What follows belongs to an exercise in optimizing a design on an open flow for small area and a short achievable clock period; a production flow would make more cautious choices.
Function was checked by simulation only, so behaviour that the tests miss may differ from the original.
Power figures rest on the tool's default switching activity, not on a simulated workload.

Setup of build 95:
Design conv_calc_5ks, start of the top module:
module conv_calc_5ks(
    valid_in, clk, rst,
    out_data_0, out_data_1, out_data_2, out_data_3, out_data_4, out_data_5, out_data_6, out_data_7, out_data_8, out_data_9, out_data_10, out_data_11, out_data_12, out_data_13, out_data_14, out_data_15, out_data_16, out_data_17, out_data_18, out_data_19, out_data_20, out_data_21, out_data_22, out_data_23, out_data_24,
    out_weight_0, out_weight_1, out_weight_2, out_weight_3, out_weight_4, out_weight_5, out_weight_6, out_weight_7, out_weight_8, out_weight_9, out_weight_10, out_weight_11, out_weight_12, out_weight_13, out_weight_14, out_weight_15, out_weight_16, out_weight_17, out_weight_18, out_weight_19, out_weight_20, out_weight_21, out_weight_22, out_weight_23, out_weight_24, out_weight_25, out_weight_26, out_weight_27, out_weight_28, out_weight_29, out_weight_30, out_weight_31, out_weight_32, out_weight_33, out_weight_34, out_weight_35, out_weight_36, out_weight_37, out_weight_38, out_weight_39, out_weight_40, out_weight_41, out_weight_42, out_weight_43, out_weight_44, out_weight_45, out_weight_46, out_weight_47, out_weight_48, out_weight_49, out_weight_50, out_weight_51, out_weight_52, out_weight_53, out_weight_54, out_weight_55, out_weight_56, out_weight_57, out_weight_58, out_weight_59, out_weight_60, out_weight_61, out_weight_62, out_weight_63, out_weight_64, out_weight_65, out_weight_66, out_weight_67, out_weight_68, out_weight_69, out_weight_70, out_weight_71, out_weight_72, out_weight_73, out_weight_74,
    bias_0, bias_1, bias_2,
    conv_out_1, conv_out_2, conv_out_3,
    valid_out
);
Size in the first run: about 7600 cells after synthesis, ~220 flip-flops, ~0.064 sq mm of cells after synthesis.
Settings: LEC_CHECK=0, CAP_MARGIN=20, CORE_MARGIN=2, CORE_UTILIZATION=40, SLEW_MARGIN=20; clock period 14.0 ns.
standard.sh (not shown) runs the stock make flow with config.mk's settings and CLKGATE_MAP_FILE= SYNTH_SCRIPT=/design/flow/synth_recipe.tcl, a recipe that flattens the netlist after the stock synthesis.
==> flow/flow/run.sh <==
#!/bin/bash
set -euo pipefail
MARGIN=${MARGIN:-7.5}
bash standard.sh SETUP_SLACK_MARGIN=$MARGIN finish > standard.log 2>&1
Build 95 went all the way through synthesis, placement and routing and the layout is clean on timing, DRC and antenna.
Changes in build 92 relative to build 95:
==> flow/run.sh (new file) <==
#!/bin/bash
# synth_recipe.tcl (not shown) runs the flow's synth.tcl, then flattens the netlist and writes it again
# the make line also repeats each setting of config.mk as NAME=value (left out here)
make -C /OpenROAD-flow-scripts/flow DESIGN_CONFIG=/design/flow/config.mk WORK_HOME=/design/flow/orfs CLKGATE_MAP_FILE= SYNTH_SCRIPT=/design/flow/synth_recipe.tcl finish
removed: flow/flow/run.sh
removed: flow/standard.sh
Taking build 95 as the reference, in build 92 wire length -9100 microns; clock power fell by about 2%; fraction of area in clock buffers and inverters level; number of buffers inserted by post-CTS setup repair fell 108. Build 92 vs. build 95: proportion of cell area occupied by registers went up by 0.32 points. Run comparison: build 95 startpoint of the worst setup timing path r2_7_0; build 92 startpoint of the worst setup timing path out_weight_11[0]. Layout cell share with drive strength beyond 1: build 92 and build 95 compared, higher one is build 95. The capturing instance or port of the critical path comes out r0_5_0 in one run and conv_out_3[10] in the other, namely in build 92 and build 95 respectively. On mapped cell area, build 95 tracks build 92 almost exactly. Share of the final layout cell area in multi-input gates for build 92: 0.29 points down relative to build 95. Looking at cell type of the slowest stage on the worst timing path, the fa_1 result is from build 95; the clkdlybuf4s50_1 one comes from build 92. Of build 92 and build 95, the run reporting the higher worst setup slack was build 95. Any difference in post-CTS clock slew at the launch and capture registers of the worst setup and hold paths between build 95 and build 92 is small enough to ignore. Delta(area of the multi-input gates, build 92 - build 95) < 0.
Inputs modified between build 92 and build 90:
# build 92
export LEC_CHECK = 0
export CAP_MARGIN = 20
export CORE_MARGIN = 2
export CORE_UTILIZATION = 40
export SLEW_MARGIN = 20
create_clock -name core_clock -period 14.0 [get_ports {clk}]
# build 90
export LEC_CHECK = 0
export CAP_MARGIN = 20
export CORE_MARGIN = 2
export CORE_UTILIZATION = 40
export SLEW_MARGIN = 20
export TNS_END_PERCENT = 5
create_clock -name core_clock -period 14.0 [get_ports {clk}]
==> flow/flow/run.sh (new file) <==
#!/bin/bash
set -euo pipefail
MARGIN=${MARGIN:-8.0}
bash standard.sh SETUP_SLACK_MARGIN=$MARGIN \
  "BUFFER_PORTS_ARGS=-buffer_cell sky130_fd_sc_hd__buf_2" \
  finish > standard.log 2>&1
==> flow/standard.sh (new file) <==
#!/bin/bash
# synth_recipe.tcl (not shown) runs the flow's synth.tcl, then flattens the netlist and writes it again
# the make line also repeats each setting of config.mk as NAME=value (left out here)
make -C /OpenROAD-flow-scripts/flow DESIGN_CONFIG=/design/flow/config.mk WORK_HOME=/design/flow/orfs CLKGATE_MAP_FILE= SYNTH_SCRIPT=/design/flow/synth_recipe.tcl "${@:-finish}"
removed: flow/run.sh
### Flow results
Comparing build 92 and build 90, the higher count of buffer and inverter cells on the critical path was measured on build 92.
Build 90 vs build 92 on post-route cell area: build 90 is the higher one.
Total power after layout (higher): build 90
Taking build 92 as the reference, in build 90 final wirelength rose by 1.0%, number of diodes added for antenna fixing now sits higher, layout cell share with drive strength beyond 1 moved up, sequential share of layout area ~0 delta, post-cts repair resize count increased by 56 relative to the old numbers.
On build 90: wire length of the first global-routing pass is 1700 microns higher than what build 92 gave.
Placement-stage worst setup slack sits higher in build 90 than in build 92.
Number of logic stages on the critical path including buffering: build 90 < build 92
Input-level comparison between build 14 and build 90:
# build 90
export LEC_CHECK = 0
export CAP_MARGIN = 20
export CORE_MARGIN = 2
export CORE_UTILIZATION = 40
export SLEW_MARGIN = 20
export TNS_END_PERCENT = 5
create_clock -name core_clock -period 14.0 [get_ports {clk}]
# build 14
export LEC_CHECK = 0
export CAP_MARGIN = 20
export CORE_MARGIN = 2
export CORE_UTILIZATION = 40
export SLEW_MARGIN = 20
export TNS_END_PERCENT = 0
create_clock -name core_clock -period 14.0 [get_ports {clk}]
==> flow/flow/run.sh <==
#!/bin/bash
set -euo pipefail
MARGIN=${MARGIN:-8.0}
bash standard.sh SETUP_SLACK_MARGIN=$MARGIN \
  "BUFFER_PORTS_ARGS=-buffer_cell sky130_fd_sc_hd__buf_1" \
  finish > standard.log 2>&1
The final reports for build 14 and build 90 show fraction of layout instances using a drive strength above 1 lower in the former. Build 14: flow completed, timing, DRC and antenna clean. Comparing build 90 and build 14, internal power is lower on build 14. Comparing build 90 against build 14, there is no change at all in number of violations of the max-capacitance limit.

## afterwards: timing with drivers on the ports
Ports are ideal in the flow. The routed layouts listed here were re-timed in OpenROAD.
Step 1: set_driving_cell puts a clkbuf_16 on clk and a buf_2 on each other input, an assumption about the parent block.
Step 2 adds t to the input delays and takes it off the output delays; t is the mean of the earliest and latest rising clock arrival at the registers after step 1. Input paths then give back, and output paths get back, about the clock's delay inside the block.
Three values: ideal ports, drivers, drivers and shift; two values: the first two.
run | shift t [ns] | setup WS [ns] | hold WS [ns] | worst setup path after step 2 | pins driven straight from the clock port
build 95 | 0.658 | 7.236 / 7.173 / 6.762 | 2.348 / 2.314 / 2.972 | input to register | 1
build 92 | 0.689 | 6.531 / 6.467 / 5.779 | 2.298 / 2.250 / 2.939 | input to register | 1
build 90 | 0.665 | 7.208 / 7.141 / 6.578 | 2.001 / 1.955 / 2.620 | input to register | 1
build 14 | 0.699 | 7.184 / 7.118 / 6.457 | 1.956 / 1.909 / 2.607 | input to register | 1
After both steps every run listed still meets setup and hold. The setup slack of build 92, which loses most, moves by -0.064 ns with the drivers and by -0.752 ns with both steps.
